Context: an optimization exercise on an open-source flow, tuned for small area. The choices shown serve that exercise and are no tape-out recipe.
Function was checked by simulation only, so behaviour that the tests miss may differ from the original.
No activity file was given, so power comes from the tool's default toggle rates.

## flow/design.v

```verilog
module top(reset, en, clock, ps2clk, ps2data, h_sync, v_sync, r, g, b);
  input reset, en, clock, ps2clk, ps2data;
  output h_sync, v_sync;
  output [2:0] r;
  output [2:0] g;
  output [2:0] b;
  genvar k;
  reg [1:0] dc;
  always @(posedge clock or posedge reset)
    if (reset) dc <= 2'd0;
    else dc <= {dc[1] ^ (dc[0] & en), dc[0] ^ en};
  wire tick = en & ~dc[1] & dc[0];
  reg [3:0] ks;
  reg [3:0] ks_n;
  always @(*)
    case (ks)
      4'd0, 4'd1, 4'd2, 4'd3: ks_n = ps2clk ? ks + 4'd1 : 4'd0;
      4'd4:                   ks_n = ps2clk ? 4'd4 : 4'd5;
      4'd5, 4'd6, 4'd7:       ks_n = ps2clk ? 4'd1 : ks + 4'd1;
      default:                ks_n = ps2clk ? 4'd1 : 4'd0;
    endcase
  always @(posedge clock or posedge reset)
    if (reset) ks <= 4'd0;
    else if (tick) ks <= ks_n;
  wire fe = tick & ks[3];
  reg [3:0] cnt;
  reg       f0;
  reg [2:0] cc;
  reg       par;
  wire start = ~cnt[3] & cnt[1];
  wire last  = ~cnt[3] & ~cnt[1] & cnt[0];
  wire [2:0] d = cnt[2:0];
  reg e1;
  always @(*)
    case (d)
      3'd0: e1 = 1'b1;
      3'd1: e1 = cc[0];
      3'd2: e1 = ~(cc[0] | cc[2]);
      3'd3: e1 = cc[2];
      3'd4: e1 = ~cc[2];
      3'd5: e1 = 1'b1;
      3'd6: e1 = ~(cc[2] & cc[1]);
      default: e1 = 1'b0;
    endcase
  wire e = f0 ? e1 : d[2];
  wire mis = (ps2data ^ e) & ~(cc[1] & cc[0]);
  reg [2:0] t;
  always @(*)
    if (!f0) t = 3'b011;
    else case ({cc, d})
      {3'b000, 3'd0}: t = 3'b001;
      {3'b000, 3'd1}: t = 3'b100;
      {3'b000, 3'd3}: t = 3'b110;
      {3'b001, 3'd1}: t = 3'b010;
      {3'b100, 3'd6}: t = 3'b101;
      default:        t = 3'b011;
    endcase
  wire [2:0] cn = start  ? {3{ps2data}} :
                  cnt[3] ? (mis ? t : cc) :
                  cc | {3{~(par ^ ps2data)}};
  always @(posedge clock)
    if (fe) begin
      cc  <= cn;
      par <= (start ? 1'b0 : par) ^ ps2data;
    end
  wire good = ~(cc[2] & cc[1] & cc[0]) & ps2data;
  wire rel  = fe & last & good & f0;
  always @(posedge clock or posedge reset)
    if (reset) begin
      cnt <= 4'b0111;
      f0  <= 1'b0;
    end else if (fe) begin
      cnt <= last ? 4'b0111 : cnt + 4'd1;
      if (last & good) f0 <= ~f0 & (cc == 3'b000);
    end
  wire hu = (cc == 3'b000), hd = (cc == 3'b001);
  wire wu = (cc == 3'b100), wd = (cc == 3'b010);
  wire ft = (cc == 3'b101), it = (cc == 3'b110);
  localparam [25:0] LR = 26'h30a1746;
  localparam [25:0] LD = 26'h3850ba3;
  reg [25:0] lf;
  reg        blink;
  wire       lwrap = (lf == LD);
  always @(posedge clock or posedge reset)
    if (reset) begin
      lf    <= LR;
      blink <= 1'b0;
    end else begin
      lf    <= {lf[24:0], ~(lf[25] ^ lf[5] ^ lf[1] ^ lf[0]) ^ lwrap};
      blink <= blink ^ lwrap;
    end
  reg f, i;
  always @(posedge clock or posedge reset)
    if (reset) begin
      f <= 1'b0;
      i <= 1'b0;
    end else begin
      f <= f ^ (rel & ft);
      i <= i ^ (rel & it);
    end
  reg [7:0] xq; reg [2:0] xr;
  reg [6:0] yq; reg [2:0] yr;
  wire xr4 = xr[2] & ~xr[0];
  wire yr4 = yr[2] & ~yr[0];
  wire xend = ~xq[7] & xq[6] & xr[0] & ~xr[1];     
  wire yend = ~yq[6] & yq[5] & yq[3] & yr[0] & ~yr[1];   
  wire xwrap = tick & xend;
  wire ywrap = xwrap & yend;
  wire xt = tick & ~xend;
  wire yt = xwrap & ~yend;
  wire [8:0] xc; assign xc[0] = xt & xr4;
  wire [7:0] yc; assign yc[0] = yt & yr4;
  generate
    for (k = 0; k < 8; k = k + 1) begin : gx
      assign xc[k+1] = xc[k] & xq[k];
    end
    for (k = 0; k < 7; k = k + 1) begin : gy
      assign yc[k+1] = yc[k] & yq[k];
    end
  endgenerate
  always @(posedge clock or posedge reset)
    if (reset) begin
      xq <= 8'd160; xr <= 3'b011;    
      yq <= 7'd78;  yr <= 3'b111;    
    end else begin
      if (xwrap) begin xq <= 8'd160; xr <= 3'b011; end
      else begin
        xq <= xq ^ xc[7:0];
        if (xt) xr <= {xr[1] & xr[0], xr[0], ~xr[2]};
      end
      if (ywrap) begin yq <= 7'd78; yr <= 3'b111; end
      else begin
        yq <= yq ^ yc[6:0];
        if (yt) yr <= {yr[1] & yr[0], yr[0], ~yr[2]};
      end
    end
  reg [5:0] m, n;
  wire m_max = m[5] & m[4] & m[3] & m[2];       
  wire m_min = (m[5:2] == 4'd0) & ~(m[1] & m[0]);  
  wire n_max = n[5] & n[2] & n[1];              
  wire n_min = (n[5:2] == 4'd0) & ~(n[1] & n[0]);
  wire mch = rel & ((wu & ~m_max) | (wd & ~m_min));
  wire nch = rel & ((hu & ~n_max) | (hd & ~n_min));
  wire [6:0] mc; assign mc[0] = mch;
  wire [6:0] nc; assign nc[0] = nch;
  generate
    for (k = 0; k < 6; k = k + 1) begin : gm
      assign mc[k+1] = mc[k] & (m[k] ^ ~wu);
      assign nc[k+1] = nc[k] & (n[k] ^ ~hu);
    end
  endgenerate
  always @(posedge clock or posedge reset)
    if (reset) begin
      m <= 6'd4; n <= 6'd4;
    end else begin
      m <= m ^ mc[5:0];
      n <= n ^ nc[5:0];
    end
  wire sx = xq[7], sy = yq[6];
  wire [6:0] qx = xq[6:0] ^ {7{sx}};
  wire [5:0] qy = yq[5:0] ^ {6{sy}};
  wire c1x = sx ? xr[2] : ~xr[1];      
  wire c1y = sy ? yr[2] : ~yr[1];
  wire r2x = xr[1] & ~xr[2];           
  wire r2y = yr[1] & ~yr[2];
  wire [7:0] kx; assign kx[0] = c1x;
  wire [6:0] ky; assign ky[0] = c1y;
  wire [6:0] tx; wire [5:0] ty;
  wire [6:0] mx = {1'b0, m};
  generate
    for (k = 0; k < 7; k = k + 1) begin : gsx
      assign tx[k] = mx[k] ^ ~qx[k] ^ kx[k];
      assign kx[k+1] = (mx[k] & ~qx[k]) | (mx[k] & kx[k]) | (~qx[k] & kx[k]);
    end
    for (k = 0; k < 6; k = k + 1) begin : gsy
      assign ty[k] = n[k] ^ ~qy[k] ^ ky[k];
      assign ky[k+1] = (n[k] & ~qy[k]) | (n[k] & ky[k]) | (~qy[k] & ky[k]);
    end
  endgenerate
  wire outer_x = kx[7];
  wire outer_y = ky[6];
  wire inner_x = r2x | (tx != 7'd0);
  wire inner_y = r2y | (ty != 6'd0);
  wire outline = outer_x & outer_y & ~(inner_x & inner_y);
  wire blank = (xq[7] & ~xq[6]) | ((xq == 8'd192) & ~xr[1]) |
               (yq[6] & (yq[5:0] < 6'd24)) | ((yq == 7'd88) & ~yr[1]);
  wire inv = (f & blink) | i;
  wire p1 = ~blank & (outline ? ~inv : i);
  wire p0 = ~blank & (outline ?  inv : i);
  assign r = {p1, p0, p0};
  assign g = {p1, p1, p0};
  assign b = {p1, p0, p0};
  wire xge = ((xq > 8'd163) & ~xq[6]) | ((xq == 8'd163) & xr[2]);
  wire xle = ((xq < 8'd182) & xq[7]) | ((xq == 8'd182) & ~(xr[2] & ~xr[0]));
  assign h_sync = ~(xge & xle);
  assign v_sync = (yq == 7'd81) & ~yr[1];
endmodule
```

## flow/run.sh

```bash
#!/bin/bash
# synth_recipe.tcl (not shown) runs the flow's synth.tcl, then flattens the netlist and writes it again
# the make line also repeats each setting of config.mk as NAME=value (left out here)
make -C /OpenROAD-flow-scripts/flow DESIGN_CONFIG=/design/flow/config.mk WORK_HOME=/design/flow/orfs CLKGATE_MAP_FILE= SYNTH_SCRIPT=/design/flow/synth_recipe.tcl finish
```

## flow/config.mk

```make
export PLATFORM = sky130hd
export DESIGN_NAME = top
export DESIGN_NICKNAME = top
export VERILOG_FILES = /design/flow/design.v
export SDC_FILE = /design/flow/constraint.sdc
export NUM_CORES = 4
export LEC_CHECK = 0
export CAP_MARGIN = 20
export CORE_MARGIN = 2
export CORE_UTILIZATION = 40
export CTS_BUF_LIST = sky130_fd_sc_hd__clkbuf_8
export CTS_CLUSTER_DIAMETER = 100
export CTS_CLUSTER_SIZE = 30
export SLEW_MARGIN = 20
```

## flow/constraint.sdc

```tcl
create_clock -name core_clock -period 10.0 [get_ports {clock}]
set_input_delay 2.0000 -clock core_clock [delete_from_list [all_inputs] [get_ports {clock}]]
set_output_delay 2.0000 -clock core_clock [all_outputs]
set_load 0.01 [all_outputs]
```

==> results of run 1 <==
## state kept, by name, indices dropped and copies added (netlist names)
register  flops
blink         1
i             1
yq            7
cnt           4
ks            4
par           1
dc            2
f0            1
n             6
m             6
cc            3
lf           26
f             1
xq            8
yr            3
xr            3
## stage by stage
step / util / instance area [um2] / hold WS (ns) / std cells
3_5_place_dp: 0.426 / 4550 / 0.358 / 533
5_1_grt: 0.445 / 4760 / 0.383 / 549
4_1_cts: 0.445 / 4760 / 0.374 / 549
3_3_place_gp: 0.426 / 4550 / 0.353 / 533
6_report: 0.445 / 4760 / 0.375 / 549
2_1_floorplan: - / 4340 / 0.347 / 397
## power groups by stage
stage	sequential, W	combinational, W	clock [W]
4_1_cts	0.000388	0.000175	0.000259
5_1_grt	0.000394	0.000200	0.000270
6_report	0.000388	0.000174	0.000248
3_5_place_dp	0.000394	0.000175	0
3_3_place_gp	0.000391	0.000166	0
2_1_floorplan	0.000381	0.000142	0
## Yosys cell counts, drive strengths merged (9+ instances only)
cell type / n
a21oi: 11
and2: 9
buf: 13
dfrtp: 46
dfstp: 27
fa: 12
ha: 28
inv: 24
nand2: 29
nand3: 11
nor2: 17
o21ai: 20
xnor2: 26
xor2: 12
## area by class of cell
type	instances	area (um2)	area share
clock inverter	5	58.8	0.0123
inverter	24	90.1	0.0189
sequential	77	1980	0.416
timing repair buffer	16	158	0.0331
clock buffer	11	151	0.0318
tap	140	175	0.0368
multi-input combinational	276	2150	0.451
## worst paths after layout
kind	depth (start not counted)	to	startpoint
min in group asynchronous	3	lf[3]	reset
setup / recovery	17	g[0]	xq[7]
max in group asynchronous	3	xq[4]	reset
setup reg to reg	12	yq[5]	xq[7]
hold / removal	0	lf[16]	lf[15]
hold reg to reg	0	lf[16]	lf[15]
## cell families after synthesis
family                     Yosys count  synth area share
and+or+nand+nor                    126             0.166
DFF                                 77             0.456
AOI/OAI and AO/OA                   67             0.104
buffers and inverters               44            0.0484
adders and majority gates           40             0.136
xor gates and xnor gates            38            0.0767
muxes                                5            0.0121
## per-layer routing
layer | track usage | wire length, um
met2 | 0.242 | 3730
met3 | 0.0338 | 254
met1 | 0.199 | 3830
met4 | 0.0421 | 64
met5 | 0 | 0
## critical path: cells and delay by family (launching register included)
kind                       cells  cell delay, ns
AOI/OAI and AO/OA              3            0.56
adders and majority gates      7            2.37
buffers and inverters          4            0.85
DFF                            1            0.69
muxes                          1            0.29
and+or+nand+nor                2            0.44
==> summary.txt, run 1 <==
Routing
  • Routed vias/inst: approximately 5.1
  • Via count: around 2.8k
  • Total routed wirelength: 7.88 mm
  • DRT antenna net count: 0
  • Per-cell routed wire length: roughly 14 um
  • DR iter-0 viols: 117
  • Post-route DRC: 0
  • 1st-pass router iterations: 4

Yosys
  • Register bit count reported by yosys: 77
  • Syn Nets: 442
  • Leading area contributor after synthesis: dfrtp_1
  • Register area share after synthesis: 0.456
  • Synth Flop Type: dfrtp_1
  • Synth warnings: 1
  • Ys async rst share: 0.948
  • Yosys top cell area share: 0.265
  • Distinct cell type count after synthesis: 65
  • Synthesized cell area: between 4000 and 5000 um2
  • Post-synth EDFFs: 4
  • Synth Area per Inst: 10.9 um2
  • Synth Instances: 397
  • Leading post-synthesis cells by cell area: dfrtp_1 (27%), dfstp_2 (16%), ha_1 (8.1%)

Clock tree
  • Clk sink count: between 70 and 80
  • CTS Buf Count: 9
  • Post_cts resized: 0
  • Post-CTS setup buffer count: 0
  • TritonCTS clock tree: done
  • H-tree levels: 3
  • Root buf cell: clkbuf_8
  • Clock transition at path regs: around 0.080 ns
  • Clock latency at the later pin of the worst-skew pair: 0.35 ns
  • CTS Hold Bufs: 0
  • CTS Buffer Depth: 2

Global route
  • Global route total overflow: 0
  • First-pass GRT wire length: 13.6 mm
  • Vias in the first global route: between 2k and 3k
  • Tot GR Track Use: 0.148
  • Pin count of the biggest net entering global routing: 74
  • Initial antenna violation count: 0

Run
  • Max cap viols: 0

STA
  • Worst Tran Pin Value: ~0.92 ns
  • PnR worst setup slack: 2.46 ns
  • Final Skew: 0.00910 ns
  • Part of the cycle the worst path needs: 0.754
  • Final setup fails: 0
  • Final Max Tran Viols: 0
  • Setup TNS: 0 ns
  • Min Clock Period, post-route: 7.54 ns
  • Max_slew headroom: 0.389
  • Peak Freq: 133 MHz
  • RSZ-0062 raised after global routing: false
  • Final hold vios: 0

Worst setup path
  • Worst EP required: 8.00 ns
  • Critical path's largest stage delay: between 0.6 and 0.7 ns
  • CP Cell Sequence: inv_1 > mux2_2 > fa_1 > inv_1 > fa_1 > inv_1 > fa_1 > fa_1 > fa_1 > fa_1 > ha_1 > nor4_1 > o2111ai_1 > a21oi_1 > a31oi_1 > nor2b_1 > clkdlybuf4s50_1
  • Setup crit start kind: flop
  • Max FO, Critical Path: 11
  • CP dominant cell by count: fa_1
  • R2R Setup Slk: 7.01 ns
  • Critical-path cell with the highest stage delay: dfstp_2
  • Critical Path AT: 5.54 ns
  • Element type at the critical path end: output pin
  • Kind of critical path: flop to output pin

Pwr
  • Clock power share: 0.307
  • Flop pwr share: 0.479
  • Sw Share: 0.314
  • Power Total: between 0.0008 and 0.0009 W
  • Leak: 2.02 nW
  • Gate power share: 0.214
  • Max VDD drop: 0.000110 V
  • Int Pwr: 0.000556 W
  • Net switching power: 0.000254 W
  • Pwr Density: 170 nW/um2

Final layout
  • Share of layout cells above drive strength 1: 0.137
  • Nets: approximately 450
  • Commonest cells after routing, fill and taps aside: dfrtp_1 (46), nand2_1 (29), ha_1 (28), dfstp_2 (27), xnor2_1 (26)
  • Leading cell type in the layout, fill and taps excluded: dfrtp_1
  • Diode count: 0
  • Area Overhead vs Synth: 9.74%
  • Fillcell total: 1007

Min path
  • Hold WC Path Type: flop to flop

Place
  • Post-Place Worst Slack: 2.82 ns
  • RD Place Congestion: 0.827
  • I/O Buffers: 15
  • Detailed Place HPWL: 5.58 mm

Floorplan
  • Core footprint: 10700 um2
  • Ports: 16
  • Die Wd: 108 um
  • Cell row count: 38
  • Initial Util: 0.406
  • Die area: 11700 um2
  • Die H: between 100 and 150 um

Outcome
  • Outcome: finished clean
==> run 2, diff against run 1 <==
--- a/flow/config.mk
+++ b/flow/config.mk
@@ -7,8 +7,8 @@
 export LEC_CHECK = 0
 export CAP_MARGIN = 20
 export CORE_MARGIN = 2
-export CORE_UTILIZATION = 40
+export CORE_UTILIZATION = 65
 export CTS_BUF_LIST = sky130_fd_sc_hd__clkbuf_8
-export CTS_CLUSTER_DIAMETER = 100
-export CTS_CLUSTER_SIZE = 30
+export CTS_CLUSTER_DIAMETER = 150
+export CTS_CLUSTER_SIZE = 40
 export SLEW_MARGIN = 20
==> summary.txt, run 2 <==
Outcome
  • Outcome: finished clean

Place
  • I/O Buffers: 15 (unchanged)
  • DP Cell Count: 470 (-12%)
  • RD Place Congestion: 0.820 (-0.87%)
  • Detailed Place HPWL: 5.49 mm (-1.6%)

Clock tree
  • Clk sink count: 77 (unchanged)
  • TritonCTS clock tree: done
  • H-tree levels: 3 (unchanged)
  • Post_cts resized: 0 (unchanged)
  • Clock latency at the later pin of the worst-skew pair: 0.36 ns (about the same)
  • CTS Hold Bufs: 0 (unchanged)
  • CTS Buffer Depth: 2 (unchanged)
  • Clock transition at path regs: 0.09 ns (about the same)
  • Post-CTS setup buffer count: 0 (unchanged)
  • Root buf cell: clkbuf_8
  • CTS Buf Count: 9 (unchanged)

Yosys
  • Synth Instances: 397 (unchanged)
  • Syn Nets: 442 (unchanged)
  • Ys async rst share: 0.948 (unchanged)
  • Distinct cell type count after synthesis: 65 (unchanged)
  • Synth Flop Type: dfrtp_1
  • Most frequent cells after synthesis: dfrtp_1 (46), nand2_1 (29), ha_1 (28)
  • Leading area contributor after synthesis: dfrtp_1
  • Synthesized cell area: 4340 um2 (unchanged)
  • Synth warnings: 1 (unchanged)
  • Register area share after synthesis: 0.456 (unchanged)
  • Top-count cell post-synth: dfrtp_1
  • Leading post-synthesis cells by cell area: dfrtp_1 (27%), dfstp_2 (16%), ha_1 (8.1%)
  • Post-synth EDFFs: 4 (unchanged)
  • Register bit count reported by yosys: 77 (unchanged)
  • Synth Area per Inst: 10.9 um2 (unchanged)
  • Yosys top cell area share: 0.265 (unchanged)

Min path
  • Hold WC Path Type: flop to flop

Pwr
  • Power Total: 0.000786 W (-3.0%)
  • Pwr Density: 168 nW/um2 (-0.89%)
  • Max VDD drop: 0.000140 V (+27%)
  • Leak: 2.01 nW (-0.84%)

Final layout
  • Share of layout cells above drive strength 1: 0.139 (+0.00244)
  • Diode count: 0 (unchanged)
  • Biggest registers after layout: lf (26), xq (8), yq (7)
  • Reg with most FFs: lf
  • Final core occ: 0.726 (+0.281)
  • Area Overhead vs Synth: 7.41%
  • Nets: 449 (unchanged)
  • Seq. cell area: 1980 um2 (unchanged)
  • Area occupied by multi-input gates: 2150 um2 (unchanged)
  • Leading cell type in the layout, fill and taps excluded: dfrtp_1
  • Fillcell total: 457 (-55%)
  • Commonest cells after routing, fill and taps aside: dfrtp_1 (46), nand2_1 (29), ha_1 (28), dfstp_2 (27), xnor2_1 (26)
  • Number of flip-flops in the largest register: 26 (unchanged)
  • Non-Filler Instances: 486 (-11%)

Worst setup path
  • Kind of critical path: flop to output pin
  • R2R cell count: 12 (unchanged)
  • RR Endpoint: yq[5]
  • Critical Path AT: 5.49 ns (-0.05 ns)
  • Crit path capture: r[1]
  • Worst R2R Start: xq[7]
  • Critical path origin: xq[7]
  • Worst EP required: 8.00 ns (about the same)
  • Max FO, Critical Path: 11 (unchanged)
  • R2R Setup Slk: 7.00 ns (about the same)
  • Setup crit start kind: flop
  • Element type at the critical path end: output pin

Run
  • Max cap viols: 0 (unchanged)

STA
  • Final setup fails: 0 (unchanged)
  • Part of the cycle the worst path needs: 0.749 (-0.00537)
  • Max_slew headroom: 0.413 (+0.0247)
  • Final Skew: 0.0126 ns (+0.00349 ns)
  • Final Max Tran Viols: 0 (unchanged)
  • Final hold vios: 0 (unchanged)
  • Worst Tran Pin Value: 0.880 ns (-0.0370 ns)
  • Min Clock Period, post-route: 7.49 ns (-0.0537 ns)
  • RSZ-0062 raised after global routing: false
  • Setup TNS: 0 ns (unchanged)
  • Peak Freq: 134 MHz (+0.72%)

Floorplan
  • Core footprint: 6420 um2 (-40%)
  • Initial Util: 0.676 (+0.270)
  • Die H: 85.7 um (-21%)
  • Ports: 16 (unchanged)
  • Die area: 7350 um2 (-37%)
  • Die Wd: 85.7 um (-21%)
  • Cell row count: 29 (-24%)

Routing
  • Total routed wirelength: 7.61 mm (-3.4%)
  • 1st-pass router iterations: 6 (+2)
  • Routed vias/inst: 5.92 (+15%)
  • DRT antenna net count: 0 (unchanged)
  • Post-route DRC: 0 (unchanged)
  • DR iter-0 viols: 147 (+26%)
  • Per-cell routed wire length: 15.7 um (+9.1%)
  • Via count: 2877 (+2.2%)

Global route
  • Vias in the first global route: 2854 (-1.3%)
  • First-pass GRT wire length: 13.4 mm (-1.5%)
  • Pin count of the biggest net entering global routing: 74 (unchanged)
  • Global route total overflow: 0 (unchanged)
  • Initial antenna violation count: 0 (unchanged)
  • Tot GR Track Use: 0.233 (+0.0842)
[run 2: cell counts after synthesis]
No cell type changed its count.
[run 2: report_power, final]
part | total, W | internal (W) | leakage (nW) | switching, W
combinational | 0.000174 | 0.0000779 | 1.01 | 0.0000959
clock | 0.000225 | 0.0000957 | 0.0903 | 0.000129
sequential | 0.000387 | 0.000348 | 0.907 | 0.0000391
[run 2: worst max-delay path, cell delays in order, from the launching register on]
cell and delay (ns):
dfstp_2 0.69, inv_1 0.10, mux2_2 0.29, fa_1 0.36, inv_1 0.07, fa_1 0.16, inv_1 0.05, fa_1 0.38
fa_1 0.39, fa_1 0.39, fa_1 0.37, ha_1 0.28, nor4_1 0.19, o2111ai_1 0.14, a21oi_1 0.25, a31oi_1 0.12
nor2b_1 0.30, clkdlybuf4s50_1 0.62
[run 2: area by class of cell]
class	count	share of cell area
Tap cell	77	0.0207
Inverter	24	0.0193
Multi-Input combinational cell	276	0.461
Timing Repair Buffer	16	0.0338
Clock inverter	7	0.0137
Clock buffer	9	0.0266
Sequential cell	77	0.425
[run 2: metrics by stage]
stage                     cell area (um2)  hold WS [ns]  setup WS [ns]
after global routing                 4660         0.374           2.20
final                                4660         0.369           2.51
after floorplan                      4340         0.347           3.35
after global placement               4480         0.351           3.01
after detailed placement             4480         0.356           2.87
after CTS                            4660         0.371           2.47
[run 2: logic make-up (layout without fill, tap and decap cells)]
family / Yosys count / count (layout) / share of synthesized area
simple gates: 126 / 126 / 0.166
flops: 77 / 77 / 0.456
compound gates: 67 / 67 / 0.104
buf+inv: 44 / 56 / 0.0484
fa+ha+maj: 40 / 40 / 0.136
xor+xnor: 38 / 38 / 0.0767
mux: 5 / 5 / 0.0121
[run 2: how the worst min path moves through the flow]
stage / from / endpoint / slack [ns] / cells past startpoint
2_1_floorplan: lf[16] / lf[17] / 0.35 / 0
3_3_place_gp: lf[18] / lf[19] / 0.35 / 0
3_5_place_dp: lf[8] / lf[9] / 0.36 / 0
4_1_cts: lf[8] / lf[9] / 0.37 / 0
5_1_grt: lf[8] / lf[9] / 0.37 / 0
6_report: lf[8] / lf[9] / 0.37 / 0
[run 2: layer usage]
layer | share of wire | track usage
met4 | 0.011 | 0.0736
met1 | 0.46 | 0.329
met2 | 0.50 | 0.370
met5 | 0 | 0
met3 | 0.028 | 0.0404
==> run 3, diff against run 2 <==
==> flow/config.mk (replaced) <==
export PLATFORM = sky130hd
export DESIGN_NAME = top
export DESIGN_NICKNAME = top
export VERILOG_FILES = /design/flow/design.v
export SDC_FILE = /design/flow/constraint.sdc
export NUM_CORES = 4
export LEC_CHECK = 0
export CAP_MARGIN = 20
export CORE_MARGIN = 2
export CORE_UTILIZATION = 40
export SLEW_MARGIN = 20
==> summary.txt, run 3 <==
Clock tree
  • Clk sink count: 77 (unchanged)
  • Clock latency at the later pin of the worst-skew pair: 0.35 ns (about the same)
  • CTS Buffer Depth: 2 (unchanged)
  • TritonCTS clock tree: done
  • Clock transition at path regs: 0.08 ns (about the same)
  • CTS Buf Count: 9 (unchanged)
  • H-tree levels: 3 (unchanged)
  • CTS Hold Bufs: 0 (unchanged)
  • Post-CTS setup buffer count: 0 (unchanged)
  • Post_cts resized: 0 (unchanged)
  • Root buf cell: clkbuf_8

STA
  • Peak Freq: 133 MHz (-0.65%)
  • Min Clock Period, post-route: 7.54 ns (+0.0491 ns)
  • Part of the cycle the worst path needs: 0.754 (+0.00491)
  • RSZ-0062 raised after global routing: false
  • Max_slew headroom: 0.388 (-0.0252)
  • Final setup fails: 0 (unchanged)
  • Final Max Tran Viols: 0 (unchanged)
  • Final Skew: 0.00912 ns (-0.00347 ns)
  • Setup TNS: 0 ns (unchanged)
  • Worst hold slack: 0.375 ns (+0.00552 ns)
  • Worst Tran Pin Value: 0.918 ns (+0.0378 ns)
  • Final hold vios: 0 (unchanged)

Worst setup path
  • Critical path's largest stage delay: 0.69 ns (about the same)
  • CP dominant cell by count: fa_1
  • Critical-path cell with the highest stage delay: dfstp_2
  • Worst Path Buf+Inv: 4 (unchanged)
  • Setup crit start kind: flop
  • Worst EP required: 8.00 ns (about the same)
  • CP Cell Sequence: inv_1 > mux2_2 > fa_1 > inv_1 > fa_1 > inv_1 > fa_1 > fa_1 > fa_1 > fa_1 > ha_1 > nor4_1 > o2111ai_1 > a21oi_1 > a31oi_1 > nor2b_1 > clkdlybuf4s50_1
  • Element type at the critical path end: output pin
  • Max FO, Critical Path: 11 (unchanged)
  • Kind of critical path: flop to output pin
  • Critical Path AT: 5.54 ns (+0.05 ns)
  • Crit-path leading delay family: adder cells

Yosys
  • Top-count cell post-synth: dfrtp_1
  • Synth Area per Inst: 10.9 um2 (unchanged)
  • Syn Nets: 442 (unchanged)
  • Yosys top cell area share: 0.265 (unchanged)
  • Post-synth EDFFs: 4 (unchanged)
  • Distinct cell type count after synthesis: 65 (unchanged)
  • Synth Instances: 397 (unchanged)
  • Leading area contributor after synthesis: dfrtp_1
  • Register bit count reported by yosys: 77 (unchanged)
  • Register area share after synthesis: 0.456 (unchanged)
  • Ys async rst share: 0.948 (unchanged)
  • Most frequent cells after synthesis: dfrtp_1 (46), nand2_1 (29), ha_1 (28)
  • Synth warnings: 1 (unchanged)
  • Leading post-synthesis cells by cell area: dfrtp_1 (27%), dfstp_2 (16%), ha_1 (8.1%)
  • Synthesized cell area: 4340 um2 (unchanged)
  • Synth Flop Type: dfrtp_1

Run
  • Max cap viols: 0 (unchanged)

Routing
  • DR iter-0 viols: 117 (-20%)
  • Total routed wirelength: 7.88 mm (+3.6%)
  • Post-route DRC: 0 (unchanged)
  • 1st-pass router iterations: 4 (-2)
  • Routed vias/inst: 5.13 (-13%)
  • DRT antenna net count: 0 (unchanged)
  • Per-cell routed wire length: 14.4 um (-8.3%)
  • Via count: 2815 (-2.2%)

Final layout
  • Number of flip-flops in the largest register: 26 (unchanged)
  • Reg with most FFs: lf
  • Leading cell type in the layout, fill and taps excluded: dfrtp_1
  • Biggest registers after layout: lf (26), xq (8), yq (7)
  • Nets: 449 (unchanged)
  • Seq. cell area: 1980 um2 (unchanged)
  • Commonest cells after routing, fill and taps aside: dfrtp_1 (46), nand2_1 (29), ha_1 (28), dfstp_2 (27), xnor2_1 (26)
  • Share of layout cells above drive strength 1: 0.137 (-0.00244)
  • Fillcell total: 1007 (+120%)
  • Diode count: 0 (unchanged)
  • Non-Filler Instances: 549 (+13%)
  • Area Overhead vs Synth: 9.74%
  • Area occupied by multi-input gates: 2150 um2 (unchanged)

Global route
  • Initial antenna violation count: 0 (unchanged)
  • Pin count of the biggest net entering global routing: 74 (unchanged)
  • Vias in the first global route: 2892 (+1.3%)
  • Tot GR Track Use: 0.148 (-0.0842)
  • Global route total overflow: 0 (unchanged)
  • First-pass GRT wire length: 13.6 mm (+1.5%)

Min path
  • Hold WC Path Type: flop to flop

Place
  • DP Cell Count: 533 (+13%)
  • RD Place Congestion: 0.827 (+0.88%)
  • I/O Buffers: 15 (unchanged)
  • Detailed Place HPWL: 5.58 mm (+1.6%)

Floorplan
  • Cell row count: 38 (+31%)
  • Die H: 108 um (+26%)
  • Core footprint: 10700 um2 (+67%)
  • Die area: 11700 um2 (+59%)
  • Die Wd: 108 um (+26%)
  • Initial Util: 0.406 (-0.270)
  • Ports: 16 (unchanged)

Pwr
  • Pwr Density: 170 nW/um2 (+0.98%)
  • Max VDD drop: 0.000110 V (-21%)
  • Leak: 2.02 nW (+0.64%)
  • Power Total: 0.000811 W (+3.2%)

Outcome
  • Outcome: finished clean
## run 3: final timing paths
| path | startpoint | end | slack (ns) | depth (start not counted) |
|---|---|---|---|---|
| worst min-delay path | lf[15] | lf[16] | 0.37 | 0 |
| min in group asynchronous | reset | lf[3] | 2.26 | 3 |
| max in group asynchronous | reset | xq[4] | 7.16 | 3 |
| worst max register to register | xq[7] | yq[5] | 7.02 | 12 |
| worst min register to register | lf[15] | lf[16] | 0.37 | 0 |
| worst max-delay path | xq[7] | g[0] | 2.46 | 17 |
## run 3: report_power, final
group / switching [W] / total [W] / leakage, nW / internal, W
sequential: 0.0000399 / 0.000388 / 0.907 / 0.000348
combinational: 0.0000954 / 0.000174 / 1.01 / 0.0000782
clock: 0.000118 / 0.000249 / 0.103 / 0.000131
## run 3: final cells by class
| type | instances | area share |
|---|---|---|
| sequential | 77 | 0.416 |
| timing repair buffer | 16 | 0.0331 |
| clock buffer | 12 | 0.0326 |
| clock inverter | 4 | 0.0116 |
| tap | 140 | 0.0368 |
| multi-input combinational | 276 | 0.451 |
| inverter | 24 | 0.0189 |
## run 3: through the flow
| step | instance area (um2) | worst slack (ns) | utilization |
|---|---|---|---|
| 2_1_floorplan | 4340 | 3.35 | - |
| 3_3_place_gp | 4550 | 2.97 | 0.426 |
| 3_5_place_dp | 4550 | 2.82 | 0.426 |
| 4_1_cts | 4760 | 2.42 | 0.445 |
| 5_1_grt | 4760 | 2.10 | 0.445 |
| 6_report | 4760 | 2.46 | 0.445 |
## run 3: cells by family (layout without fill, tap and decap cells)
logic type | after synthesis | count (layout) | synth area share
simple gates | 126 | 126 | 0.166
xor+xnor | 38 | 38 | 0.0767
flops | 77 | 77 | 0.456
compound gates | 67 | 67 | 0.104
buf+inv | 44 | 56 | 0.0484
mux | 5 | 5 | 0.0121
fa+ha+maj | 40 | 40 | 0.136
## run 3: per-layer routing
layer / GRT usage / part of all wire / vias to the layer above
met2: 0.242 / 0.47 / 39
met4: 0.0421 / 0.0081 / 0
met5: 0 / 0 / -
li1: - / - / 1402
met3: 0.0338 / 0.032 / 6
met1: 0.199 / 0.49 / 1368
## run 3: worst reg2reg max path, delay by kind of cell, from the launching register on
kind / cells / cell delay [ns]
adders and majority gates: 7 / 1.38
and+or+nand+nor: 4 / 0.70
DFF: 1 / 0.69
buffers and inverters: 1 / 0.11
==> run 4, diff against run 3 <==
==> flow/flow/run.sh (new file) <==
#!/bin/bash
# Standard layout flow with single-strength port buffers, a clock tree
# with a clkbuf_8 root and clkbuf_4 branches without dummy loads, and downsizing of gates
# off the critical paths after global routing.
set -euo pipefail
export BUFFER_PORTS_ARGS="-buffer_cell sky130_fd_sc_hd__buf_1"
export CTS_ARGS="-sink_clustering_enable -repair_clock_nets -root_buf sky130_fd_sc_hd__clkbuf_8 -buf_list sky130_fd_sc_hd__clkbuf_4 -dont_use_dummy_load"
export RECOVER_POWER=100
bash standard.sh > standard.log 2>&1
==> flow/standard.sh (new file) <==
#!/bin/bash
# synth_recipe.tcl (not shown) runs the flow's synth.tcl, then flattens the netlist and writes it again
# the make line also repeats each setting of config.mk as NAME=value (left out here)
make -C /OpenROAD-flow-scripts/flow DESIGN_CONFIG=/design/flow/config.mk WORK_HOME=/design/flow/orfs CLKGATE_MAP_FILE= SYNTH_SCRIPT=/design/flow/synth_recipe.tcl "${@:-finish}"
--- a/flow/config.mk
+++ b/flow/config.mk
@@ -7,5 +7,5 @@
 export LEC_CHECK = 0
 export CAP_MARGIN = 20
 export CORE_MARGIN = 2
-export CORE_UTILIZATION = 40
+export CORE_UTILIZATION = 65
 export SLEW_MARGIN = 20
removed: flow/run.sh
==> summary.txt, run 4 <==
Routing
  • Total routed wirelength: 7.51 mm (-4.7%)
  • Per-cell routed wire length: 15.7 um (+9.2%)
  • DR iter-0 viols: 101 (-14%)
  • 1st-pass router iterations: 17 (+13)
  • Routed vias/inst: 5.92 (+16%)
  • Via count: 2838 (+0.82%)
  • DRT antenna net count: 0 (unchanged)
  • Post-route DRC: 0 (unchanged)

Yosys
  • Top-count cell post-synth: dfrtp_1
  • Most frequent cells after synthesis: dfrtp_1 (46), nand2_1 (29), ha_1 (28)
  • Register bit count reported by yosys: 77 (unchanged)
  • Synth Flop Type: dfrtp_1
  • Synth Area per Inst: 10.9 um2 (unchanged)
  • Synth Instances: 397 (unchanged)
  • Syn Nets: 442 (unchanged)
  • Synthesized cell area: 4340 um2 (unchanged)
  • Synth warnings: 1 (unchanged)
  • Leading area contributor after synthesis: dfrtp_1
  • Ys async rst share: 0.948 (unchanged)
  • Register area share after synthesis: 0.456 (unchanged)
  • Leading post-synthesis cells by cell area: dfrtp_1 (27%), dfstp_2 (16%), ha_1 (8.1%)
  • Post-synth EDFFs: 4 (unchanged)
  • Distinct cell type count after synthesis: 65 (unchanged)
  • Yosys top cell area share: 0.265 (unchanged)

Worst setup path
  • RR Endpoint: yq[5]
  • Worst Path Buf+Inv: 4 (unchanged)
  • Worst R2R Start: xq[7]
  • R2R Setup Slk: 6.89 ns (-0.13 ns)
  • Element type at the critical path end: output pin
  • Kind of critical path: flop to output pin
  • Critical path's largest stage delay: 0.80 ns (+0.11 ns)
  • CP dominant cell by count: fa_1
  • CP Cell Sequence: inv_1 > mux2_2 > fa_1 > inv_1 > fa_1 > inv_1 > fa_1 > fa_1 > fa_1 > fa_1 > ha_1 > nor4_1 > o2111ai_1 > a21oi_1 > a31oi_1 > nor2b_1 > buf_1
  • Critical Path AT: 5.21 ns (-0.33 ns)
  • Worst EP required: 8.00 ns (about the same)
  • Critical-path cell with the highest stage delay: dfstp_1
  • Crit-path leading delay family: adder cells
  • Setup crit start kind: flop
  • R2R cell count: 12 (unchanged)
  • Max FO, Critical Path: 11 (unchanged)

Floorplan
  • Initial Util: 0.676 (+0.270)
  • Ports: 16 (unchanged)
  • Die Wd: 85.7 um (-21%)
  • Die area: 7350 um2 (-37%)
  • Core footprint: 6420 um2 (-40%)
  • Cell row count: 29 (-24%)
  • Die H: 85.7 um (-21%)

Clock tree
  • Root buf cell: clkbuf_8
  • CTS Hold Bufs: 0 (unchanged)
  • H-tree levels: 3 (unchanged)
  • CTS Buffer Depth: 2 (unchanged)
  • Post_cts resized: 0 (unchanged)
  • Clk sink count: 77 (unchanged)
  • Clock transition at path regs: 0.08 ns (about the same)
  • TritonCTS clock tree: done
  • Post-CTS setup buffer count: 0 (unchanged)
  • CTS Buf Count: 9 (unchanged)
  • Clock latency at the later pin of the worst-skew pair: 0.35 ns (about the same)

Pwr
  • Clock power share: 0.243 (-0.064)
  • Sw Share: 0.314 (+0.000807)
  • Pwr Density: 165 nW/um2 (-3.2%)
  • Net switching power: 0.000231 W (-9.0%)
  • Leak: 1.92 nW (-4.9%)
  • Power Total: 0.000735 W (-9.3%)
  • Max VDD drop: 0.000137 V (+25%)
  • Int Pwr: 0.000505 W (-9.4%)
  • Gate power share: 0.230 (+0.016)
  • Flop pwr share: 0.526 (+0.047)

Global route
  • Initial antenna violation count: 0 (unchanged)
  • Pin count of the biggest net entering global routing: 74 (unchanged)
  • Vias in the first global route: 2891 (-0.035%)
  • Tot GR Track Use: 0.237 (+0.0889)
  • First-pass GRT wire length: 13.8 mm (+1.4%)
  • Global route total overflow: 0 (unchanged)

Final layout
  • Nets: 449 (unchanged)
  • Non-Filler Instances: 479 (-13%)
  • Area Overhead vs Synth: 2.85%
  • Number of flip-flops in the largest register: 26 (unchanged)
  • Fillcell total: 503 (-50%)
  • Biggest registers after layout: lf (26), xq (8), yq (7)
  • Diode count: 0 (unchanged)
  • Leading cell type in the layout, fill and taps excluded: dfrtp_1
  • Area occupied by multi-input gates: 2110 um2 (-1.7%)
  • Commonest cells after routing, fill and taps aside: dfrtp_1 (46), nand2_1 (29), ha_1 (28), xnor2_1 (26), inv_1 (23)
  • Seq. cell area: 1980 um2 (unchanged)
  • Share of layout cells above drive strength 1: 0.0995 (-0.0374)
  • Reg with most FFs: lf

Min path
  • Hold Path Stages: 0 (unchanged)
  • Hold WC Path Type: flop to flop
  • Min-Delay Startpoint: lf[3]
  • WHS Endpoint: lf[4]

STA
  • Max_slew headroom: -1.47 (-1.86)
  • Final Max Tran Viols: 74 (+74)
  • Min Clock Period, post-route: 7.21 ns (-0.330 ns)
  • Setup TNS: 0 ns (unchanged)
  • Final Skew: 0.0295 ns (+0.0204 ns)
  • Part of the cycle the worst path needs: 0.721 (-0.0330)
  • Final setup fails: 0 (unchanged)
  • Worst hold slack: 0.361 ns (-0.0137 ns)
  • Peak Freq: 139 MHz (+4.6%)
  • Final hold vios: 0 (unchanged)
  • Worst Tran Pin Value: 3.70 ns (+2.78 ns)
  • RSZ-0062 raised after global routing: false

Place
  • Detailed Place HPWL: 5.47 mm (-1.9%)
  • I/O Buffers: 15 (unchanged)
  • DP Cell Count: 470 (-12%)
  • RD Place Congestion: 0.871 (+5.3%)

Run
  • Max cap viols: 1 (+1)

Outcome
  • Outcome: finished with violations
  • Violated checks: max-capacitance violations, max-slew violations
==> run 4: cell counts after synthesis <==
Identical to the previous run, type by type.
==> run 4: worst max-delay path by stage <==
stage	end	cells after the start	startpoint	slack, ns
after floorplan	b[0]	18	xq[7]	3.35
after global placement	b[1]	17	xq[7]	3.42
after detailed placement	b[1]	17	xq[7]	3.28
after CTS	b[1]	17	xq[7]	2.93
after global routing	b[1]	17	xq[7]	2.44
final	b[1]	17	xq[7]	2.79
==> run 4: stage by stage <==
step                utilization  instance area (um2)  setup slack (ns)
finish                    0.695                 4470              2.79
global route              0.695                 4470              2.44
CTS                       0.702                 4510              2.93
detailed placement        0.682                 4380              3.28
global placement          0.682                 4380              3.42
floorplan                     -                 4340              3.35
==> run 4: per-layer routing <==
| metal | track usage | wire length [um] | up-vias |
|---|---|---|---|
| met4 | 0.0779 | 114 | 0 |
| met5 | 0 | 0 | - |
| met3 | 0.0404 | 166 | 12 |
| met1 | 0.342 | 3740 | 1397 |
| met2 | 0.371 | 3500 | 34 |
| li1 | - | - | 1395 |
==> run 4: worst register-to-register path, stage by stage (launching register included) <==
cell and delay, ns:
dfstp_1 0.80, inv_1 0.13, ha_1 0.21, nor2b_1 0.14, nand3_1 0.31, nor3b_1 0.10
ha_1 0.20, ha_1 0.18, ha_1 0.18, ha_1 0.19, ha_1 0.19, ha_1 0.26
nor2b_1 0.13
==> run 4: kinds of logic (layout without fill, tap and decap cells) <==
| family | after synthesis | after routing | share of synthesized area |
|---|---|---|---|
| and+or+nand+nor | 126 | 126 | 0.166 |
| adders and majority gates | 40 | 40 | 0.136 |
| AOI/OAI and AO/OA | 67 | 67 | 0.104 |
| DFF | 77 | 77 | 0.456 |
| xor gates and xnor gates | 38 | 38 | 0.0767 |
| buffers and inverters | 44 | 49 | 0.0484 |
| muxes | 5 | 5 | 0.0121 |
==> run 4: power groups by stage <==
stage	Clock (W)	Combinational (W)	Sequential, W
after global routing	0.000196	0.000200	0.000393
after global placement	0	0.000167	0.000392
final	0.000179	0.000169	0.000387
after detailed placement	0	0.000172	0.000393
after floorplan	0	0.000142	0.000381
after CTS	0.000185	0.000174	0.000388
==> run 4: layout make-up <==
cell class,count,area share
clock buffer,9,0.0277
inverter,24,0.0202
multi-input combinational,276,0.474
sequential,77,0.444
tap,77,0.0216
timing repair buffer,16,0.0134
==> run 5, diff against run 4 <==
==> flow/flow/run.sh (replaced) <==
#!/bin/bash
# Standard layout flow with single-strength port buffers, a clock tree
# built from clkbuf_8 cells without dummy loads, and downsizing of gates
# off the critical paths after global routing.
set -euo pipefail
export BUFFER_PORTS_ARGS="-buffer_cell sky130_fd_sc_hd__buf_1"
export CTS_ARGS="-sink_clustering_enable -repair_clock_nets -buf_list sky130_fd_sc_hd__clkbuf_8 -dont_use_dummy_load"
export RECOVER_POWER=100
bash standard.sh > standard.log 2>&1
==> summary.txt, run 5 <==
Run
  • Max cap viols: 1 (unchanged)

Yosys
  • Leading area contributor after synthesis: dfrtp_1
  • Register area share after synthesis: 0.456 (unchanged)
  • Register bit count reported by yosys: 77 (unchanged)
  • Synth Flop Type: dfrtp_1
  • Leading post-synthesis cells by cell area: dfrtp_1 (27%), dfstp_2 (16%), ha_1 (8.1%)
  • Synth Instances: 397 (unchanged)
  • Top-count cell post-synth: dfrtp_1
  • Yosys top cell area share: 0.265 (unchanged)
  • Syn Nets: 442 (unchanged)
  • Synth warnings: 1 (unchanged)
  • Most frequent cells after synthesis: dfrtp_1 (46), nand2_1 (29), ha_1 (28)
  • Post-synth EDFFs: 4 (unchanged)
  • Ys async rst share: 0.948 (unchanged)
  • Synthesized cell area: 4340 um2 (unchanged)
  • Distinct cell type count after synthesis: 65 (unchanged)
  • Synth Area per Inst: 10.9 um2 (unchanged)

Clock tree
  • Clk sink count: 77 (unchanged)
  • TritonCTS clock tree: done
  • CTS Buffer Depth: 2 (unchanged)
  • Clock transition at path regs: 0.08 ns (about the same)
  • Root buf cell: clkbuf_8
  • CTS Hold Bufs: 0 (unchanged)
  • Clock latency at the later pin of the worst-skew pair: 0.35 ns (about the same)
  • H-tree levels: 3 (unchanged)
  • CTS Buf Count: 9 (unchanged)
  • Post-CTS setup buffer count: 0 (unchanged)
  • Post_cts resized: 0 (unchanged)

Final layout
  • Commonest cells after routing, fill and taps aside: dfrtp_1 (46), nand2_1 (29), ha_1 (28), xnor2_1 (26), inv_1 (23)
  • Number of flip-flops in the largest register: 26 (unchanged)
  • Nets: 449 (unchanged)
  • Leading cell type in the layout, fill and taps excluded: dfrtp_1
  • Seq. cell area: 1980 um2 (unchanged)
  • Area occupied by multi-input gates: 2110 um2 (unchanged)
  • Share of layout cells above drive strength 1: 0.0995 (unchanged)
  • Area Overhead vs Synth: 2.85% (unchanged)
  • Biggest registers after layout: lf (26), xq (8), yq (7)
  • Non-Filler Instances: 479 (unchanged)
  • Reg with most FFs: lf
  • Fillcell total: 503 (unchanged)
  • Diode count: 0 (unchanged)

Pwr
  • Net switching power: 0.000231 W (unchanged)
  • Flop pwr share: 0.526 (about the same)
  • Max VDD drop: 0.000137 V (unchanged)
  • Int Pwr: 0.000505 W (unchanged)
  • Clock power share: 0.243 (about the same)
  • Leak: 1.92 nW (unchanged)
  • Pwr Density: 165 nW/um2 (unchanged)
  • Gate power share: 0.230 (about the same)
  • Sw Share: 0.314 (unchanged)

Place
  • DP Cell Count: 470 (unchanged)
  • Post-Place Worst Slack: 3.28 ns (unchanged)
  • RD Place Congestion: 0.871 (unchanged)
  • Detailed Place HPWL: 5.47 mm (unchanged)
  • I/O Buffers: 15 (unchanged)

Worst setup path
  • R2R Setup Slk: 6.89 ns (about the same)
  • Crit path capture: b[1]
  • Worst Path Buf+Inv: 4 (unchanged)
  • Critical path's largest stage delay: 0.80 ns (about the same)
  • CP dominant cell by count: fa_1
  • Element type at the critical path end: output pin
  • Critical Path AT: 5.21 ns (about the same)
  • CP Cell Sequence: inv_1 > mux2_2 > fa_1 > inv_1 > fa_1 > inv_1 > fa_1 > fa_1 > fa_1 > fa_1 > ha_1 > nor4_1 > o2111ai_1 > a21oi_1 > a31oi_1 > nor2b_1 > buf_1
  • Kind of critical path: flop to output pin
  • Critical-path cell with the highest stage delay: dfstp_1
  • R2R cell count: 12 (unchanged)
  • Worst R2R Start: xq[7]
  • Setup crit start kind: flop
  • Worst EP required: 8.00 ns (about the same)
  • Max FO, Critical Path: 11 (unchanged)
  • Critical path origin: xq[7]
  • Stages on worst setup path: 17 (unchanged)
  • Crit-path leading delay family: adder cells
  • RR Endpoint: yq[5]

Global route
  • Pin count of the biggest net entering global routing: 74 (unchanged)
  • Initial antenna violation count: 0 (unchanged)
  • Vias in the first global route: 2891 (unchanged)
  • Global route total overflow: 0 (unchanged)
  • First-pass GRT wire length: 13.8 mm (unchanged)
  • Tot GR Track Use: 0.237 (unchanged)

STA
  • PnR worst setup slack: 2.79 ns (unchanged)
  • Max_slew headroom: -1.47 (unchanged)
  • Worst Tran Pin Value: 3.70 ns (unchanged)
  • Min Clock Period, post-route: 7.21 ns (unchanged)
  • Final hold vios: 0 (unchanged)
  • Final Skew: 0.0295 ns (unchanged)
  • Final setup fails: 0 (unchanged)
  • RSZ-0062 raised after global routing: false
  • Setup TNS: 0 ns (unchanged)
  • Final Max Tran Viols: 74 (unchanged)
  • Part of the cycle the worst path needs: 0.721 (unchanged)
  • Peak Freq: 139 MHz (unchanged)

Floorplan
  • Die area: 7350 um2 (unchanged)
  • Initial Util: 0.676 (unchanged)
  • Core footprint: 6420 um2 (unchanged)
  • Ports: 16 (unchanged)
  • Cell row count: 29 (unchanged)
  • Die H: 85.7 um (unchanged)
  • Die Wd: 85.7 um (unchanged)

Min path
  • Hold WC Path Type: flop to flop

Routing
  • Routed vias/inst: 5.92 (unchanged)
  • Per-cell routed wire length: 15.7 um (unchanged)
  • 1st-pass router iterations: 17 (unchanged)
  • DR iter-0 viols: 101 (unchanged)
  • Via count: 2838 (unchanged)
  • Post-route DRC: 0 (unchanged)
  • DRT antenna net count: 0 (unchanged)
  • Total routed wirelength: 7.51 mm (unchanged)

Outcome
  • Violated checks: max-capacitance violations, max-slew violations
  • Outcome: finished with violations
-- run 5: cells by family (layout without fill, tap and decap cells) --
group	count (synthesis)	in the layout	synth area share
buf+inv	44	49	0.0484
flops	77	77	0.456
simple gates	126	126	0.166
xor+xnor	38	38	0.0767
compound gates	67	67	0.104
fa+ha+maj	40	40	0.136
mux	5	5	0.0121
-- run 5: stage by stage --
stage / util / hold WS, ns / instance area, um2 / total power, W
floorplan: - / 0.347 / 4340 / 0.000522
global placement: 0.682 / 0.355 / 4380 / 0.000559
detailed placement: 0.682 / 0.360 / 4380 / 0.000565
CTS: 0.702 / 0.359 / 4510 / 0.000746
global route: 0.695 / 0.370 / 4470 / 0.000790
finish: 0.695 / 0.361 / 4470 / 0.000735
-- run 5: layer usage --
layer  routed length [um]  GRT usage
met4                  114     0.0779
met1                 3740      0.342
met3                  166     0.0404
met2                 3500      0.371
met5                    0          0
-- run 5: how the worst min path moves through the flow --
stage                       from  endpoint  cells after the start
after CTS                  lf[3]     lf[4]                      0
final                      lf[3]     lf[4]                      0
after detailed placement  lf[24]    lf[25]                      0
after floorplan           lf[16]    lf[17]                      0
after global placement     lf[8]     lf[9]                      0
after global routing       lf[3]     lf[4]                      0
-- run 5: layout make-up --
cell class / instances / area share
Tap cell: 77 / 0.0216
Inverter: 24 / 0.0202
Multi-Input combinational cell: 276 / 0.474
Sequential cell: 77 / 0.444
Timing Repair Buffer: 16 / 0.0134
Clock buffer: 9 / 0.0277
-- run 5: power groups by stage --
stage / Combinational, W / Sequential [W] / Clock [W]
2_1_floorplan: 0.000142 / 0.000381 / 0
3_3_place_gp: 0.000167 / 0.000392 / 0
3_5_place_dp: 0.000172 / 0.000393 / 0
4_1_cts: 0.000174 / 0.000388 / 0.000185
5_1_grt: 0.000200 / 0.000393 / 0.000196
6_report: 0.000169 / 0.000387 / 0.000179
==> run 6, diff against run 5 <==
==> flow/flow/run.sh (replaced) <==
#!/bin/bash
# Standard layout flow with single-strength port buffers and a clock tree
# built from clkbuf_8 cells without dummy loads.
set -euo pipefail
export BUFFER_PORTS_ARGS="-buffer_cell sky130_fd_sc_hd__buf_1"
export CTS_ARGS="-sink_clustering_enable -repair_clock_nets -buf_list sky130_fd_sc_hd__clkbuf_8 -dont_use_dummy_load"
bash standard.sh > standard.log 2>&1
==> summary.txt, run 6 <==
Outcome
  • Outcome: finished clean

Global route
  • Initial antenna violation count: 0 (unchanged)
  • Met3 GRT Util: 0.0404 (unchanged)
  • First-pass GRT wire length: 13.8 mm (unchanged)
  • Pin count of the biggest net entering global routing: 74 (unchanged)
  • Global route total overflow: 0 (unchanged)
  • Global Route met2 Usage: 0.371 (unchanged)
  • Met1 Use GR: 0.342 (unchanged)
  • Vias in the first global route: 2891 (unchanged)
  • Tot GR Track Use: 0.237 (unchanged)
  • Busiest layer in global routing: met2

Worst setup path
  • Max FO, Critical Path: 11 (unchanged)
  • Kind of critical path: flop to output pin
  • Setup crit start kind: flop
  • RR Endpoint: yq[5]
  • Crit path capture: b[1]
  • Critical path origin: xq[7]
  • R2R Setup Slk: 7.06 ns (+0.17 ns)
  • Critical Path AT: 5.05 ns (-0.16 ns)
  • Element type at the critical path end: output pin
  • Worst EP required: 8.00 ns (about the same)
  • Worst R2R Start: xq[7]
  • R2R cell count: 12 (unchanged)

Clock tree
  • Clock transition at path regs: 0.08 ns (about the same)
  • H-tree levels: 3 (unchanged)
  • Clk sink count: 77 (unchanged)
  • Clock latency at the later pin of the worst-skew pair: 0.35 ns (about the same)
  • CTS Hold Bufs: 0 (unchanged)
  • TritonCTS clock tree: done
  • Post_cts resized: 0 (unchanged)
  • Root buf cell: clkbuf_8
  • CTS Buf Count: 9 (unchanged)
  • Post-CTS setup buffer count: 0 (unchanged)
  • CTS Buffer Depth: 2 (unchanged)

Pwr
  • Pwr Density: 164 nW/um2 (-0.55%)
  • Leak: 1.95 nW (+1.2%)
  • Max VDD drop: 0.000140 V (+2.4%)

Final layout
  • Diode count: 0 (unchanged)
  • Share of layout cells above drive strength 1: 0.124 (+0.0249)
  • Leading cell type in the layout, fill and taps excluded: dfrtp_1
  • Nets: 449 (unchanged)
  • Biggest registers after layout: lf (26), xq (8), yq (7)
  • Non-Filler Instances: 479 (unchanged)
  • Commonest cells after routing, fill and taps aside: dfrtp_1 (46), nand2_1 (29), ha_1 (28), dfstp_2 (27), xnor2_1 (26)
  • Area Overhead vs Synth: 3.78%
  • Area occupied by multi-input gates: 2150 um2 (+1.7%)
  • Reg with most FFs: lf
  • Seq. cell area: 1980 um2 (unchanged)
  • Number of flip-flops in the largest register: 26 (unchanged)
  • Fillcell total: 496 (-1.4%)

Floorplan
  • Initial Util: 0.676 (unchanged)
  • Cell row count: 29 (unchanged)
  • Die H: 85.7 um (unchanged)
  • Die Wd: 85.7 um (unchanged)
  • Core footprint: 6420 um2 (unchanged)
  • Ports: 16 (unchanged)
  • Die area: 7350 um2 (unchanged)

Yosys
  • Syn Nets: 442 (unchanged)
  • Leading area contributor after synthesis: dfrtp_1
  • Register bit count reported by yosys: 77 (unchanged)
  • Synth warnings: 1 (unchanged)
  • Synthesized cell area: 4340 um2 (unchanged)
  • Leading post-synthesis cells by cell area: dfrtp_1 (27%), dfstp_2 (16%), ha_1 (8.1%)
  • Distinct cell type count after synthesis: 65 (unchanged)
  • Post-synth EDFFs: 4 (unchanged)
  • Register area share after synthesis: 0.456 (unchanged)
  • Synth Area per Inst: 10.9 um2 (unchanged)
  • Most frequent cells after synthesis: dfrtp_1 (46), nand2_1 (29), ha_1 (28)
  • Top-count cell post-synth: dfrtp_1
  • Synth Instances: 397 (unchanged)
  • Ys async rst share: 0.948 (unchanged)
  • Yosys top cell area share: 0.265 (unchanged)
  • Synth Flop Type: dfrtp_1

STA
  • Final Max Tran Viols: 0 (-100%)
  • Setup TNS: 0 ns (unchanged)
  • Part of the cycle the worst path needs: 0.705 (-0.0158)
  • Max_slew headroom: 0.417 (+1.88)
  • Worst Tran Pin Value: 0.875 ns (-2.83 ns)
  • RSZ-0062 raised after global routing: false
  • Final hold vios: 0 (unchanged)
  • Min Clock Period, post-route: 7.05 ns (-0.158 ns)
  • Final setup fails: 0 (unchanged)
  • Final Skew: 0.0292 ns (-0.000319 ns)
  • Peak Freq: 142 MHz (+2.2%)

Routing
  • Total routed wirelength: 7.48 mm (-0.44%)
  • Via count: 2843 (+0.18%)
  • Per-cell routed wire length: 15.6 um (-0.44%)
  • DRT antenna net count: 0 (unchanged)
  • Post-route DRC: 0 (unchanged)
  • Routed vias/inst: 5.94 (+0.18%)
  • 1st-pass router iterations: 17 (unchanged)
  • DR iter-0 viols: 88 (-13%)

Place
  • DP Cell Count: 470 (unchanged)
  • I/O Buffers: 15 (unchanged)
  • RD Place Congestion: 0.871 (unchanged)
  • Detailed Place HPWL: 5.47 mm (unchanged)

Min path
  • Hold WC Path Type: flop to flop

Run
  • Max cap viols: 0 (-1)
-- run 6: cell counts after synthesis --
Identical to the previous run, type by type.
-- run 6: report_power, final --
group / total, W / internal [W] / leakage (nW) / switching [W]
Clock: 0.000178 / 0.0000804 / 0.0647 / 0.0000977
Combinational: 0.000171 / 0.0000766 / 0.973 / 0.0000948
Sequential: 0.000388 / 0.000348 / 0.907 / 0.0000400
Total: 0.000738 / 0.000505 / 1.95 / 0.000232
-- run 6: worst min path at each step --
stage                     startpoint      to  slack, ns  cells after the start
after floorplan               lf[16]  lf[17]       0.35                      0
after CTS                      lf[3]   lf[4]       0.36                      0
after global placement         lf[8]   lf[9]       0.35                      0
after global routing           lf[3]   lf[4]       0.37                      0
final                          lf[3]   lf[4]       0.36                      0
after detailed placement      lf[24]  lf[25]       0.36                      0
-- run 6: logic make-up after synthesis --
family	after synthesis	synth area share
AND/OR/NAND/NOR	126	0.166
flip-flops	77	0.456
AO/OA/AOI/OAI	67	0.104
buffers and inverters	44	0.0484
adder cells (fa/ha/maj)	40	0.136
XOR/XNOR	38	0.0767
multiplexers	5	0.0121
-- run 6: area by class of cell --
cell class,instances,share of cell area
inverters,24,0.0200
multi-input cells,276,0.477
repair buffers,16,0.0142
well taps,77,0.0214
flip-flops and latches,77,0.440
clock buffers,9,0.0275
-- run 6: routing by layer --
layer / up-vias / wire length, um
met4: 0 / 77
met2: 33 / 3500
met3: 7 / 147
li1: 1400 / -
met1: 1403 / 3760
met5: - / 0
-- run 6: critical path: stages, from the launching register on --
cell,delay [ns]
dfstp_2,0.68
inv_1,0.10
mux2_2,0.29
fa_1,0.36
inv_1,0.08
fa_1,0.16
inv_1,0.05
fa_1,0.37
fa_1,0.39
fa_1,0.39
fa_1,0.37
ha_1,0.28
nor4_1,0.18
o2111ai_1,0.15
a21oi_1,0.27
a31oi_1,0.12
nor2b_1,0.28
buf_1,0.20
-- run 6: per-stage QoR --
step / worst slack, ns / area, um2 / total power (W) / hold slack (ns) / utilization
2_1_floorplan: 3.35 / 4340 / 0.000522 / 0.347 / -
3_3_place_gp: 3.42 / 4380 / 0.000559 / 0.355 / 0.682
3_5_place_dp: 3.28 / 4380 / 0.000565 / 0.360 / 0.682
4_1_cts: 2.93 / 4510 / 0.000746 / 0.359 / 0.702
5_1_grt: 2.62 / 4510 / 0.000793 / 0.370 / 0.702
6_report: 2.95 / 4510 / 0.000738 / 0.359 / 0.702
==> run 7, diff against run 6 <==
--- a/flow/config.mk
+++ b/flow/config.mk
@@ -5,7 +5,7 @@
 export SDC_FILE = /design/flow/constraint.sdc
 export NUM_CORES = 4
 export LEC_CHECK = 0
-export CAP_MARGIN = 20
+export CAP_MARGIN = 5
 export CORE_MARGIN = 2
 export CORE_UTILIZATION = 65
-export SLEW_MARGIN = 20
+export SLEW_MARGIN = 5
==> summary.txt, run 7 <==
Global route
  • Initial antenna violation count: 0 (unchanged)
  • First-pass GRT wire length: 13.8 mm (unchanged)
  • Tot GR Track Use: 0.237 (unchanged)
  • Global route total overflow: 0 (unchanged)
  • Pin count of the biggest net entering global routing: 74 (unchanged)
  • Vias in the first global route: 2891 (unchanged)

Final layout
  • Reg with most FFs: lf
  • Leading cell type in the layout, fill and taps excluded: dfrtp_1
  • Nets: 449 (unchanged)
  • Area Overhead vs Synth: 3.78% (unchanged)
  • Biggest registers after layout: lf (26), xq (8), yq (7)
  • Diode count: 0 (unchanged)
  • Number of flip-flops in the largest register: 26 (unchanged)
  • Share of layout cells above drive strength 1: 0.124 (unchanged)
  • Commonest cells after routing, fill and taps aside: dfrtp_1 (46), nand2_1 (29), ha_1 (28), dfstp_2 (27), xnor2_1 (26)
  • Non-Filler Instances: 479 (unchanged)

STA
  • Min Clock Period, post-route: 7.05 ns (unchanged)
  • Final Max Tran Viols: 0 (unchanged)
  • Max_slew headroom: 0.417 (unchanged)
  • Final setup fails: 0 (unchanged)
  • Part of the cycle the worst path needs: 0.705 (unchanged)
  • Final Skew: 0.0292 ns (unchanged)
  • Worst hold slack: 0.359 ns (unchanged)
  • Final hold vios: 0 (unchanged)
  • RSZ-0062 raised after global routing: false
  • Worst Tran Pin Value: 0.875 ns (unchanged)
  • Setup TNS: 0 ns (unchanged)
  • Peak Freq: 142 MHz (unchanged)

Clock tree
  • Clk sink count: 77 (unchanged)
  • CTS Buf Count: 9 (unchanged)
  • CTS Hold Bufs: 0 (unchanged)
  • CTS Buffer Depth: 2 (unchanged)
  • Post_cts resized: 0 (unchanged)
  • Root buf cell: clkbuf_8
  • Clock transition at path regs: 0.08 ns (about the same)
  • Post-CTS setup buffer count: 0 (unchanged)
  • Clock latency at the later pin of the worst-skew pair: 0.35 ns (about the same)
  • TritonCTS clock tree: done
  • H-tree levels: 3 (unchanged)

Yosys
  • Synth Flop Type: dfrtp_1
  • Leading post-synthesis cells by cell area: dfrtp_1 (27%), dfstp_2 (16%), ha_1 (8.1%)
  • Synth Instances: 397 (unchanged)
  • Distinct cell type count after synthesis: 65 (unchanged)
  • Ys async rst share: 0.948 (unchanged)
  • Synth warnings: 1 (unchanged)
  • Syn Nets: 442 (unchanged)
  • Register bit count reported by yosys: 77 (unchanged)
  • Synthesized cell area: 4340 um2 (unchanged)
  • Register area share after synthesis: 0.456 (unchanged)
  • Most frequent cells after synthesis: dfrtp_1 (46), nand2_1 (29), ha_1 (28)
  • Post-synth EDFFs: 4 (unchanged)
  • Yosys top cell area share: 0.265 (unchanged)
  • Synth Area per Inst: 10.9 um2 (unchanged)
  • Top-count cell post-synth: dfrtp_1
  • Leading area contributor after synthesis: dfrtp_1

Worst setup path
  • CP Cell Sequence: inv_1 > mux2_2 > fa_1 > inv_1 > fa_1 > inv_1 > fa_1 > fa_1 > fa_1 > fa_1 > ha_1 > nor4_1 > o2111ai_1 > a21oi_1 > a31oi_1 > nor2b_1 > buf_1
  • Crit-path leading delay family: adder cells
  • Critical-path cell with the highest stage delay: dfstp_2
  • Critical Path AT: 5.05 ns (about the same)
  • Element type at the critical path end: output pin
  • Max FO, Critical Path: 11 (unchanged)
  • Kind of critical path: flop to output pin
  • CP dominant cell by count: fa_1
  • Worst Path Buf+Inv: 4 (unchanged)
  • Critical path's largest stage delay: 0.68 ns (about the same)
  • Worst EP required: 8.00 ns (about the same)
  • Setup crit start kind: flop

Pwr
  • Pwr Density: 164 nW/um2 (unchanged)
  • Max VDD drop: 0.000140 V (unchanged)
  • Leak: 1.95 nW (unchanged)
  • Power Total: 0.000738 W (unchanged)

Place
  • RD Place Congestion: 0.871 (unchanged)
  • I/O Buffers: 15 (unchanged)
  • Detailed Place HPWL: 5.47 mm (unchanged)
  • DP Cell Count: 470 (unchanged)

Floorplan
  • Ports: 16 (unchanged)
  • Die H: 85.7 um (unchanged)
  • Die Wd: 85.7 um (unchanged)
  • Initial Util: 0.676 (unchanged)
  • Cell row count: 29 (unchanged)
  • Core footprint: 6420 um2 (unchanged)
  • Die area: 7350 um2 (unchanged)

Routing
  • DRT antenna net count: 0 (unchanged)
  • Total routed wirelength: 7.48 mm (unchanged)
  • Per-cell routed wire length: 15.6 um (unchanged)
  • Post-route DRC: 0 (unchanged)
  • Via count: 2843 (unchanged)
  • Routed vias/inst: 5.94 (unchanged)
  • DR iter-0 viols: 88 (unchanged)
  • 1st-pass router iterations: 17 (unchanged)

Min path
  • Hold WC Path Type: flop to flop

Outcome
  • Outcome: finished clean

Run
  • Max cap viols: 0 (unchanged)
## run 7: cell counts in the layout (fill, tap and decap cells not counted)
Identical to the previous run, type by type.
## run 7: cells by family (layout without fill, tap and decap cells)
logic type,Yosys count,in the layout,share of synthesized area
AO/OA/AOI/OAI,67,67,0.104
XOR/XNOR,38,38,0.0767
flip-flops,77,77,0.456
adder cells (fa/ha/maj),40,40,0.136
multiplexers,5,5,0.0121
AND/OR/NAND/NOR,126,126,0.166
buffers and inverters,44,49,0.0484
## run 7: layout make-up
| cell class | instances | area [um2] |
|---|---|---|
| fill | 496 | 1920 |
| multi-input combinational | 276 | 2150 |
| clock buffer | 9 | 124 |
| inverter | 24 | 90.1 |
| timing repair buffer | 16 | 63.8 |
| tap | 77 | 96.3 |
| sequential | 77 | 1980 |
## run 7: worst register-to-register path, stage by stage (launching register included)
cell	delay, ns
dfstp_2	0.68
inv_1	0.11
ha_1	0.20
nor2b_1	0.14
nand3_1	0.31
nor3b_1	0.10
ha_1	0.20
ha_1	0.18
ha_1	0.18
ha_1	0.19
ha_1	0.19
ha_1	0.26
nor2b_1	0.13
## run 7: power breakdown
group | internal, W | leakage [nW] | total [W] | switching [W]
combinational | 0.0000766 | 0.973 | 0.000171 | 0.0000948
sequential | 0.000348 | 0.907 | 0.000388 | 0.0000400
clock | 0.0000804 | 0.0647 | 0.000178 | 0.0000977
## run 7: through the flow
stage	instance area [um2]	setup slack [ns]	util
2_1_floorplan	4340	3.35	-
3_3_place_gp	4380	3.42	0.682
3_5_place_dp	4380	3.28	0.682
4_1_cts	4510	2.93	0.702
5_1_grt	4510	2.62	0.702
6_report	4510	2.95	0.702
## run 7: path summary, 6_finish.rpt
check	startpoint	to	slack [ns]	cells past startpoint
worst min register to register	lf[3]	lf[4]	0.36	0
worst max register to register	xq[7]	yq[5]	7.06	12
worst min-delay path	lf[3]	lf[4]	0.36	0
min in group asynchronous	reset	lf[16]	1.89	3
max in group asynchronous	reset	xq[6]	7.53	3
worst max-delay path	xq[7]	b[1]	2.95	17
## run 7: routing by layer
metal	vias up	GRT usage	wire [um]
met5	-	0	0
met4	0	0.0779	77
met3	7	0.0404	147
met2	33	0.371	3500
met1	1403	0.342	3760
li1	1400	-	-

-- what the ideal ports hide --
How much do the figures lean on ideal ports? The routed layouts below were timed once more, with nothing changed but the port constraints.
Step 1 assumes that a clkbuf_16 drives the clock port and a buf_2 every other input.
Step 2 also shifts input and output timing later by t, the mid clock arrival at the registers, as if the neighbouring blocks saw the same clock.
Three values: no drivers, after step 1, after step 2; two values: the first two.
| run | shift t [ns] | slack for setup (ns) | worst setup path at the end |
|---|---|---|---|
| run 1 | 0.372 | 2.459 / 2.428 / 2.800 | register to output |
| run 2 | 0.379 | 2.513 / 2.483 / 2.862 | register to output |
| run 3 | 0.371 | 2.464 / 2.432 / 2.804 | register to output |
| run 4 | 0.368 | 2.794 / 2.764 / 3.132 | register to output |
| run 5 | 0.368 | 2.794 / 2.764 / 3.132 | register to output |
| run 6 | 0.365 | 2.952 / 2.922 / 3.287 | register to output |
| run 7 | 0.365 | 2.952 / 2.922 / 3.287 | register to output |
